What follows belongs to an exercise in optimizing a design on an open flow for small area, a short achievable clock period and few clock cycles per item; a production flow would make more cautious choices.
RTL that was checked went through simulation tests only; none was proved equivalent to the original.
Function not checked in run 1: the RTL went through the layout flow alone.

==> flow/design.v (outline; a module is shown in full before it is edited, if it fits) <==
// module filter: 1205 lines
// module filter_fa: 4 lines
// module filter_ha: 4 lines
module filter
	#(parameter DWIDTH = 16)
	(input clk,
		input rst,
		output req_in,
		input ack_in,
		input [0:DWIDTH-1] data_in,
		output req_out,
		input ack_out,
		output [0:DWIDTH-1] data_out);
  // ...
==> flow/flow/run.sh <==
#!/bin/bash
# The standard layout (standard.sh: the standard flow's synthesis and ORFS flow with the
# settings of config.mk), with repair_timing asked for more setup slack than
# config.mk's SETUP_SLACK_MARGIN may ask for. The make output goes to
# standard_flow.log; ORFS's own logs stay under orfs/logs.
set -euo pipefail
MARGIN=$(cat flow/margin)
bash standard.sh SETUP_SLACK_MARGIN=$MARGIN finish > standard_flow.log 2>&1
==> flow/flow/margin <==
7.5
==> flow/standard.sh <==
#!/bin/bash
# synth_recipe.tcl (not shown) runs the flow's synth.tcl, then flattens the netlist and writes it again
# the make line also repeats each setting of config.mk as NAME=value (left out here)
make -C /OpenROAD-flow-scripts/flow DESIGN_CONFIG=/design/flow/config.mk WORK_HOME=/design/flow/orfs CLKGATE_MAP_FILE= SYNTH_SCRIPT=/design/flow/synth_recipe.tcl "${@:-finish}"
==> flow/config.mk <==
export PLATFORM = sky130hd
export DESIGN_NAME = filter
export DESIGN_NICKNAME = filter
export VERILOG_FILES = /design/flow/design.v
export SDC_FILE = /design/flow/constraint.sdc
export NUM_CORES = 4
export LEC_CHECK = 0
export CAP_MARGIN = 20
export CORE_MARGIN = 2
export CORE_UTILIZATION = 40
export SLEW_MARGIN = 20
export SYNTH_HIERARCHICAL = 1
export SYNTH_MEMORY_MAX_BITS = 16384
export SYNTH_MINIMUM_KEEP_SIZE = 0
==> flow/constraint.sdc <==
create_clock -name core_clock -period 11.0 [get_ports {clk}]
set_input_delay 2.2000 -clock core_clock [delete_from_list [all_inputs] [get_ports {clk}]]
set_output_delay 2.2000 -clock core_clock [all_outputs]
set_load 0.01 [all_outputs]
==> impl_metrics.csv, run 1 <==
group,metric,value,unit
clock_tree,numCtsBuffers,36,
drt,wl_met1,39500,um
layout,num-nets-final,3485,
layout,drive_above_1_share,27.2,%
drt,wl_met2,44500,um
layout,final_cells,4040,
worst_setup_path,crit_family,"adder cells",
layout,finalInstanceArea,0.0346,mm2
layout,largest_cell_class,"multi-input gates",
worst_setup_path,slowest_delay,0.53,ns
grt,grt_antenna_before_repair,1,
layout,final_common_cell,"nand2_1",
synthesis,yosys_warnings,7,
layout,multi_input_gates,2311,
clock_tree,root_buffer,"clkbuf_16",
synthesis,synth_top_family_by_area,"compound AO/OA/AOI/OAI gates",
timing,setup_ws,6.82,ns
synthesis,syn-instance-count,3069,
worst_setup_path,reg2reg_slack,6.82,ns
clock_tree,htreeDepth,2,
drt,drc_errors,0,
grt,grt_max_degree,111,
worst_setup_path,reg2reg_to,"cs_c[16]",
synthesis,async_reset_ff_share,0,%
grt,grt_pass1_vias,24800,
die,core_area,0.0683,mm2
timing,rsz0062_at_grt,"true",
synthesis,synthAdderAreaFrac,21.8,%
drt,drtIter0Drc,3238,
grt,grt_use_met1,35.9,%
synthesis,synth_edf_count,152,
timing,relSlewSlack,30.6,%
clock_tree,cts_tree,"done",
worst_setup_path,cp.buffers_inverters,1,
status,status,"timing/DRC/antenna clean",
timing,holdWs,0.450,ns
==> run 2: changes to the inputs <==
--- a/flow/design.v
+++ b/flow/design.v
@@ -354,17 +354,17 @@
 				booth[3*k+1] = (b[2*k+2] & ~b[2*k+1] & ~b[2*k]) | (~b[2*k+2] & b[2*k+1] & b[2*k]);
 				booth[3*k+2] = b[2*k+2];
 			end
 		end
 	endfunction
 	reg ph;                  
 	reg first;               
 	reg [7:0] l;             
-	reg [7:0] a1, a2_n;      
+	reg [7:0] a1_n, a2_n;    
 	reg rst_r;               
 	reg sht;                 
 	reg [21-1:0] e1;
 	reg [24-1:0] e2;
 	reg [15:0] r0, r1, r2, r3;
 	reg [30:0] cs_s, cs_c;
 	reg [30:0] acc;
 	reg [15:0] din;          
@@ -376,17 +376,17 @@
 	assign req_in = rqi;
 	assign req_out = rqo;
 	assign data_out = out;
 	wire en = ~(ph ? (occ & ~first) : (sht & ~dv));
 	wire load = en & ph & ~first;
 	wire shift = en & ~ph & sht;
 	wire [7:0] l_next = (l < 8'd13) ? l + 8'd147 : l - 8'd13;
 	wire [7:0] a_next = ph ? l_next : 8'd160 - l;
-	wire [13:0] c1 = rom1(a1);
+	wire [13:0] c1 = rom1(~a1_n);
 	wire [23:0] e1n = booth({c1[13], c1[13], c1});
 	wire [23:0] e2n = booth(rom2(~a2_n));
 	wire [15:0] xa = r0;
 	wire [15:0] xb = r1;
 	wire [30:0] ts, tc;
 	wire p0 = (e1[0] & xa[0]) ^ e1[2];
 	wire p1 = ((e1[0] & xa[1]) | (e1[1] & xa[0])) ^ e1[2];
 	wire p2 = ((e1[0] & xa[2]) | (e1[1] & xa[1])) ^ e1[2];
@@ -1167,29 +1167,29 @@
 			end
 			if (load)
 				out <= sum[30:15];
 		end
 		if (rst) begin
 			ph <= 1'b0;
 			first <= 1'b1;
 			l <= 8'd0;
-			a1 <= 8'd0;
+			a1_n <= 8'hff;
 			a2_n <= 8'hff;
 			sht <= 1'b0;
 			dv <= 1'b0;
 			rqi <= 1'b0;
 			rqi_n <= 1'b1;
 			rqo <= 1'b0;
 			rqo_n <= 1'b1;
 			occ <= 1'b1;
 		end else begin
 			if (en) begin
 				ph <= ~ph;
-				a1 <= a_next;
+				a1_n <= ~a_next;
 				a2_n <= ~a_next;
 				if (ph) begin
 					first <= 1'b0;
 					sht <= (l >= 8'd13);
 					l <= l_next;
 				end
 			end
 			if (~rqi_n & ack_in)
==> run 2 against run 1 <==
Compared with the run above: still clean; worst setup slack better by 0.051 ns; first-iteration DRC count is 12% lower; global-route usage increased by 0.80 points; non-clock buffer count is 109 lower; clock skew up 0.0091 ns; synthesized area down 6.4%; register-to-register slack better by 0.05 ns; highest routed layer is now met5.
==> impl_metrics.csv, run 2 <==
group,metric,value,unit
status,status,"timing/DRC/antenna clean",
drt,drt_pass1_iterations,6,
worst_setup_path,crit_type,"reg2reg",
min_path,min_to,"out[4]",
min_path,hold_depth,2,
worst_setup_path,cp_max_fo,9,
timing,relSlewSlack,29.8,%
die,dieWidth,258,um
timing,fmax,0.242,GHz
worst_setup_path,r2r-start,"e1[6]",
grt,grt_pass1_vias,22200,
timing,hold_viol_final,0,
synthesis,synth_ff_type,"edfxtp_1",
die,start_util,40.2,%
worst_setup_path,end_kind,"flip-flop",
drt,drc_errors,0,
synthesis,synth.area.mux_share,2.35,%
worst_setup_path,start_kind,"flip-flop",
die,core_area,0.0640,mm2
grt,grt_util_all_layers,27.8,%
synthesis,synth_simple_gate_area_share,10.7,%
min_path,min_from,"out[4]",
drt,final_antenna_net_count,0,
layout,final_common_cell,"nand2_1",
synthesis,yosys_register_bits,258,
placement,port-buffer-count,37,
timing,rsz0062_at_grt,"true",
synthesis,synth.distinct_cells,85,
synthesis,yosys_warnings,7,
synthesis,synthMostInstantiatedCell,"xnor2_1",
clock_tree,cts_tree,"done",
layout,reg_top3,"acc: 31 flops, cs_c: 31 flops, cs_s: 31 flops",
grt,grt_max_degree,107,
layout,area_delta_synth_final,18.6,%
synthesis,synth_edf_count,152,
synthesis,synth_compound_area_share,21.7,%
synthesis,ys_top_cells_by_count,"xnor2_1, fa_1, nand2_1",
worst_setup_path,critPathRequiredTime,11.32,ns
drt,vias,22800,
grt,grt_antenna_before_repair,3,
drt,vias_per_cell,6.24,
drt,routedWlPerCell,26.1,um
timing,slew_viol_final,0,
synthesis,ys_seq_area_share,26.0,%
placement,dp_hpwl,65000,um
timing,fin_skew,0.0378,ns
job,cap_violations,0,
placement,place_congestion,0.952,
die,die_area,0.0664,mm2
layout,drive_above_1_share,21.9,%
synthesis,synth_top_area_share,18.6,%
die,ios,38,
die,die_h,258,um
timing,setup_viol,0,
synthesis,synth_nets,3140,
synthesis,syn-instance-count,2802,
worst_setup_path,reg2reg_to,"cs_c[18]",
worst_setup_path,reg2reg_depth,10,
layout,num-nets-final,3106,
drt,totalWireLength,95000,um
clock_tree,insertion_delay,0.58,ns
synthesis,avgSynthCellArea,9.19,um2
worst_setup_path,reg2reg_slack,6.87,ns
clock_tree,root_buffer,"clkbuf_16",
synthesis,netlist.top_cell.by_area,"fa_1",
synthesis,synth.cell_area,0.0258,mm2
min_path,holdCritPathClass,"reg2reg",
timing,setup_tns,0,ns
synthesis,synth.area.top_cells,"fa_1, edfxtp_1, xnor2_1",
grt,grt_pass1_wl,142000,um
layout,final_cells,3647,
clock_tree,numCtsBuffers,29,
placement,placed_cells,3453,
synthesis,synthAdderAreaFrac,22.5,%
grt,grt-ovfl-total,0,
timing,fin_crit_sh,37.5,%
clock_tree,clock_sinks,258,
drt,drtIter0Drc,2850,
die,num_rows,93,
synthesis,synth_top_family_by_area,"adder cells",
clock_tree,htreeDepth,1,
synthesis,async_reset_ff_share,0,%
synthesis,synthXorXnorAreaFrac,9.86,%
clock_tree,clkTransAtPathRegs,0.06,ns
timing,post-route-min-period,4.13,ns
worst_setup_path,worstPathArrival,4.45,ns
clock_tree,clockBufferDepth,3,
timing,worst_pin_slew,1.05,ns
layout,layout_common_cells,"nand2_1, xnor2_1, nor2_1",
[run 2: changes by cell type after synthesis, moves of 11 or more]
| cell | before | now |
|---|---|---|
| dfxtp_1 | 127 | 106 |
| nand2_1 | 331 | 235 |
| a221oi_1 | 8 | 35 |
| a211oi_1 | 39 | 23 |
| buf_1 | 37 | 14 |
| o21ai_1 | 4 | 20 |
| nor2_1 | 161 | 206 |
| clkbuf_1 | 241 | 227 |
| o21ai_0 | 197 | 139 |
| nand3_1 | 49 | 38 |
| a21oi_1 | 178 | 125 |
| ha_1 | 96 | 79 |
| a22o_1 | 17 | 29 |
[run 2: worst max path at each step]
stage           start  endpoint  depth (start not counted)
2_1_floorplan   e2[9]  cs_c[17]                         11
3_3_place_gp    e2[9]  cs_c[17]                          9
3_5_place_dp   e1[17]  cs_c[18]                          7
4_1_cts         e2[3]  cs_c[18]                          9
5_1_grt         e1[6]  cs_c[18]                         10
6_report        e1[6]  cs_c[18]                         10
[run 2: per-layer routing]
metal,part of all wire [%],up-vias,track usage [%],wire (um)
met1,42,11300,39.6,40300
met2,42,1420,41.2,40100
met3,11,257,6.66,10800
met4,4.1,4,9.09,3870
li1,-,9826,-,-
met5,0.028,-,0,27
[run 2: final cells by class]
| cell class | instances | area (um2) |
|---|---|---|
| Timing Repair Buffer | 227 | 2350 |
| Fill cell | 5915 | 33500 |
| Inverter | 150 | 597 |
| Tap cell | 855 | 1070 |
| Multi-Input combinational cell | 2102 | 18800 |
| Clock buffer | 37 | 766 |
| Sequential cell | 258 | 6800 |
| Antenna cell | 1 | 2.50 |
| Clock inverter | 17 | 195 |
[run 2: kinds of logic (layout without fill, tap and decap cells)]
logic type | count (synthesis) | after routing
buffers and inverters | 442 | 431
DFF | 258 | 258
xor gates and xnor gates | 289 | 289
muxes | 53 | 53
and+or+nand+nor | 629 | 629
adders and majority gates | 319 | 319
other | 1 | 2
AOI/OAI and AO/OA | 811 | 811
[run 2: through the flow]
stage	setup slack, ns	hold slack (ns)	utilization, %	area [um2]
5_1_grt	6.78	0.471	47.7	30500
6_report	6.87	0.452	47.7	30500
3_3_place_gp	6.44	0.450	41.8	26800
4_1_cts	6.89	0.454	46.7	29900
3_5_place_dp	6.41	0.448	41.8	26800
2_1_floorplan	6.93	0.440	-	26700
[run 2: per-module statistics from Yosys (local to each module, per instance)]
| module | cells inside | flip-flops and latches | times used | area [um2] |
|---|---|---|---|---|
| filter | 2571 | 258 | 1 | 21300 |
| filter_fa | 1 | 0 | 208 | 20.0 |
| filter_ha | 1 | 0 | 23 | 12.5 |
[run 2: worst max-delay path: stages, from the launching register on]
cell and delay, ns:
edfxtp_1 0.42, buf_12 0.17, a22oi_2 0.21, xnor2_2 0.10, fa_1 0.60, fa_1 0.45, fa_2 0.35, fa_2 0.35
fa_1 0.47, fa_2 0.36, fa_2 0.41
[run 2: repair_timing]
item,4_1_cts,5_1_grt
gates cloned,2,0
buffers inserted,121,16
resized for setup,228,121
setup endpoints to repair,142,74
hold buffers,0,0
pin swaps,98,77
Testbench counts of run 2, summed over its fixed seeds: cycles 64,000, items 32,000.
==> run 3: changes to the inputs <==
==> flow/flow/margin (replaced) <==
7
==> run 3 against run 2 <==
Compared with the run above: wire length shrank 7.8%; design area shrank 3.9%; first-iteration DRC count shrank 12%; cell count shrank 0.69%; register-to-register slack lost 0.13 ns; still clean on timing, DRC and antenna; count of clock-buffer cells in the layout grew 12; worst setup slack lost 0.13 ns; critical path depth grew 1; utilization shrank 1.8 points; hold slack gained 0.0026 ns.
==> impl_metrics.csv, run 3 <==
group,metric,value,unit
placement,dp_hpwl,61500,um
layout,drive_above_1_share,15.5,%
clock_tree,insertion_delay,0.62,ns
grt,grt_util_all_layers,25.6,%
drt,vias,22200,
synthesis,synthXorXnorAreaFrac,9.86,%
synthesis,yosys_register_bits,258,
placement,place_congestion,1.05,
layout,final_cells,3622,
worst_setup_path,reg2reg_to,"cs_c[16]",
synthesis,synth_nets,3140,
layout,finalInstanceArea,0.0294,mm2
clock_tree,clkTransAtPathRegs,0.06,ns
synthesis,synth_ff_type,"edfxtp_1",
min_path,holdCritPathClass,"reg2reg",
status,status,"timing/DRC/antenna clean",
synthesis,synth_top_family_by_area,"adder cells",
clock_tree,clock_sinks,258,
layout,utilization,45.9,%
timing,relSlewSlack,30.1,%
synthesis,ys_seq_area_share,26.0,%
grt,grt_pass1_wl,133000,um
drt,vias_per_cell,6.13,
layout,layout_common_cells,"nand2_1, xnor2_1, nor2_1",
timing,rsz0062_at_grt,"true",
synthesis,synth.cell_area,0.0258,mm2
worst_setup_path,reg2reg_depth,11,
worst_setup_path,critPathRequiredTime,11.33,ns
synthesis,netlist.top_cell.by_area,"fa_1",
grt,grt_antenna_before_repair,2,
timing,slew_viol_final,0,
worst_setup_path,end_kind,"flip-flop",
synthesis,synth_edf_count,152,
placement,placed_cells,3435,
min_path,min_to,"out[2]",
timing,post-route-min-period,4.26,ns
worst_setup_path,worstPathArrival,4.59,ns
synthesis,synth_simple_gate_area_share,10.7,%
synthesis,synth_top_area_share,18.6,%
synthesis,syn-instance-count,2802,
timing,hold_viol_final,0,
drt,final_antenna_net_count,0,
die,core_area,0.0640,mm2
synthesis,synthAdderAreaFrac,22.5,%
layout,area_delta_synth_final,14.0,%
clock_tree,cts_tree,"done",
die,dieWidth,258,um
timing,fin_skew,0.0500,ns
die,ios,38,
synthesis,synth.area.top_cells,"fa_1, edfxtp_1, xnor2_1",
layout,reg_top3,"acc: 31 flops, cs_c: 31 flops, cs_s: 31 flops",
drt,totalWireLength,87600,um
timing,fin_crit_sh,38.7,%
synthesis,avgSynthCellArea,9.19,um2
grt,grt_pass1_vias,21800,
worst_setup_path,start_kind,"flip-flop",
worst_setup_path,cp_max_fo,9,
synthesis,async_reset_ff_share,0,%
min_path,min_from,"out[2]",
drt,drc_errors,0,
clock_tree,root_buffer,"clkbuf_16",
drt,drtIter0Drc,2511,
clock_tree,clockBufferDepth,3,
timing,worst_pin_slew,1.03,ns
die,die_area,0.0664,mm2
job,cap_violations,0,
grt,grt-ovfl-total,0,
timing,setup_viol,0,
grt,grt_max_degree,93,
synthesis,synth_compound_area_share,21.7,%
clock_tree,htreeDepth,1,
placement,dpl-instance-area,0.0264,mm2
die,num_rows,93,
drt,drt_pass1_iterations,6,
drt,routedWlPerCell,24.2,um
synthesis,synth.area.mux_share,2.35,%
clock_tree,numCtsBuffers,30,
worst_setup_path,reg2reg_slack,6.74,ns
synthesis,synth.distinct_cells,85,
placement,port-buffer-count,37,
worst_setup_path,r2r-start,"e1[9]",
layout,num-nets-final,3079,
timing,fmax,0.235,GHz
synthesis,yosys_warnings,7,
die,die_h,258,um
synthesis,synthMostInstantiatedCell,"xnor2_1",
worst_setup_path,crit_type,"reg2reg",
timing,setup_tns,0,ns
synthesis,ys_top_cells_by_count,"xnor2_1, fa_1, nand2_1",
min_path,hold_depth,2,
die,start_util,40.2,%
==> run 3: cell counts after synthesis <==
Identical to the previous run, type by type.
==> run 3: what timing repair did <==
action                                  CTS  global route
hold endpoints to repair                  0             0
resized for setup                       121            58
pin swaps                                22            33
cloned                                    0             0
endpoints found under the setup margin   55            59
hold buffers                              0             0
buffers inserted                        123             6
==> run 3: worst max path at each step <==
| stage | endpoint | slack, ns | depth (start not counted) | start |
|---|---|---|---|---|
| finish | cs_c[16] | 6.74 | 11 | e1[9] |
| global route | cs_c[18] | 6.65 | 9 | e1[1] |
| CTS | cs_c[18] | 6.82 | 10 | e1[9] |
| detailed placement | cs_c[16] | 6.39 | 8 | e1[2] |
| global placement | cs_c[16] | 6.42 | 8 | e1[5] |
| floorplan | cs_c[18] | 6.93 | 10 | e1[17] |
==> run 3: per-stage QoR <==
stage	setup WS [ns]	hold slack [ns]
after floorplan	6.93	0.440
after global placement	6.42	0.445
after detailed placement	6.39	0.449
after CTS	6.82	0.458
after global routing	6.65	0.473
final	6.74	0.454
==> run 3: final cells by class <==
class,count,area [um2]
Antenna cell,2,5.00
Clock buffer,49,905
Clock inverter,7,67.6
Fill cell,6056,34600
Inverter,150,571
Multi-Input combinational cell,2102,17900
Sequential cell,258,6800
Tap cell,855,1070
Timing Repair Buffer,199,2010
==> run 3: routing by layer <==
| layer | GRT usage (%) | vias up | share of wire [%] |
|---|---|---|---|
| met3 | 4.96 | 257 | 9.6 |
| met5 | 0 | - | 0 |
| met4 | 10.8 | 0 | 4.8 |
| li1 | - | 9763 | - |
| met2 | 40.4 | 1221 | 45 |
| met1 | 34.3 | 11000 | 41 |
==> run 3: kinds of logic (layout without fill, tap and decap cells) <==
group | Yosys count | in the layout
and+or+nand+nor | 629 | 629
adders and majority gates | 319 | 319
buffers and inverters | 442 | 405
other | 1 | 3
xor gates and xnor gates | 289 | 289
DFF | 258 | 258
muxes | 53 | 53
AOI/OAI and AO/OA | 811 | 811
==> run 3: worst max-delay path, cell delays in order, from the launching register on <==
cell and delay (ns):
edfxtp_1 0.44, buf_12 0.18, buf_4 0.13, a22oi_2 0.20, xnor2_2 0.16, fa_2 0.51, fa_2 0.43, fa_2 0.38
fa_2 0.34, fa_1 0.41, fa_1 0.53, ha_2 0.26
==> run 3: modules after synthesis, one instance, submodules excluded <==
| module | area, um2 | copies in the design | cells inside |
|---|---|---|---|
| filter | 21300 | 1 | 2571 |
| filter_fa | 20.0 | 208 | 1 |
| filter_ha | 12.5 | 23 | 1 |

==> port drivers added, routing unchanged <==
How much do the figures lean on ideal ports? The routed layouts below were timed once more, with nothing changed but the port constraints.
Step 1 (the two cells are an assumption about what drives the block):
set clk [get_ports {clk}]
set_driving_cell -lib_cell sky130_fd_sc_hd__clkbuf_16 $clk
set_driving_cell -lib_cell sky130_fd_sc_hd__buf_2 [delete_from_list [all_inputs] $clk]
Step 2 moves the port delays by t, midway between the first and last clock arrival at a register: inputs arrive t later, outputs are due t later. That takes back most of the time a late clock gives input paths.
a / b / c = ideal ports / drivers / drivers and shift; a / b = the first two.
run | shift t [ns] | setup WS [ns] | clock arrival spread, ns | worst slew at a driven data input, ns
run 1 | 0.617 | 6.820 / 6.820 / 6.237 | 0.032 / 0.031 | 0.06
run 2 | 0.619 | 6.870 / 6.870 / 6.870 | 0.038 / 0.038 | 0.08
run 3 | 0.653 | 6.744 / 6.744 / 6.744 | 0.051 / 0.051 | 0.05
After both steps setup and hold are still met in every run listed. For run 1, which loses most, drivers alone change the setup slack by 0.000 ns; drivers and shift together by -0.583 ns.
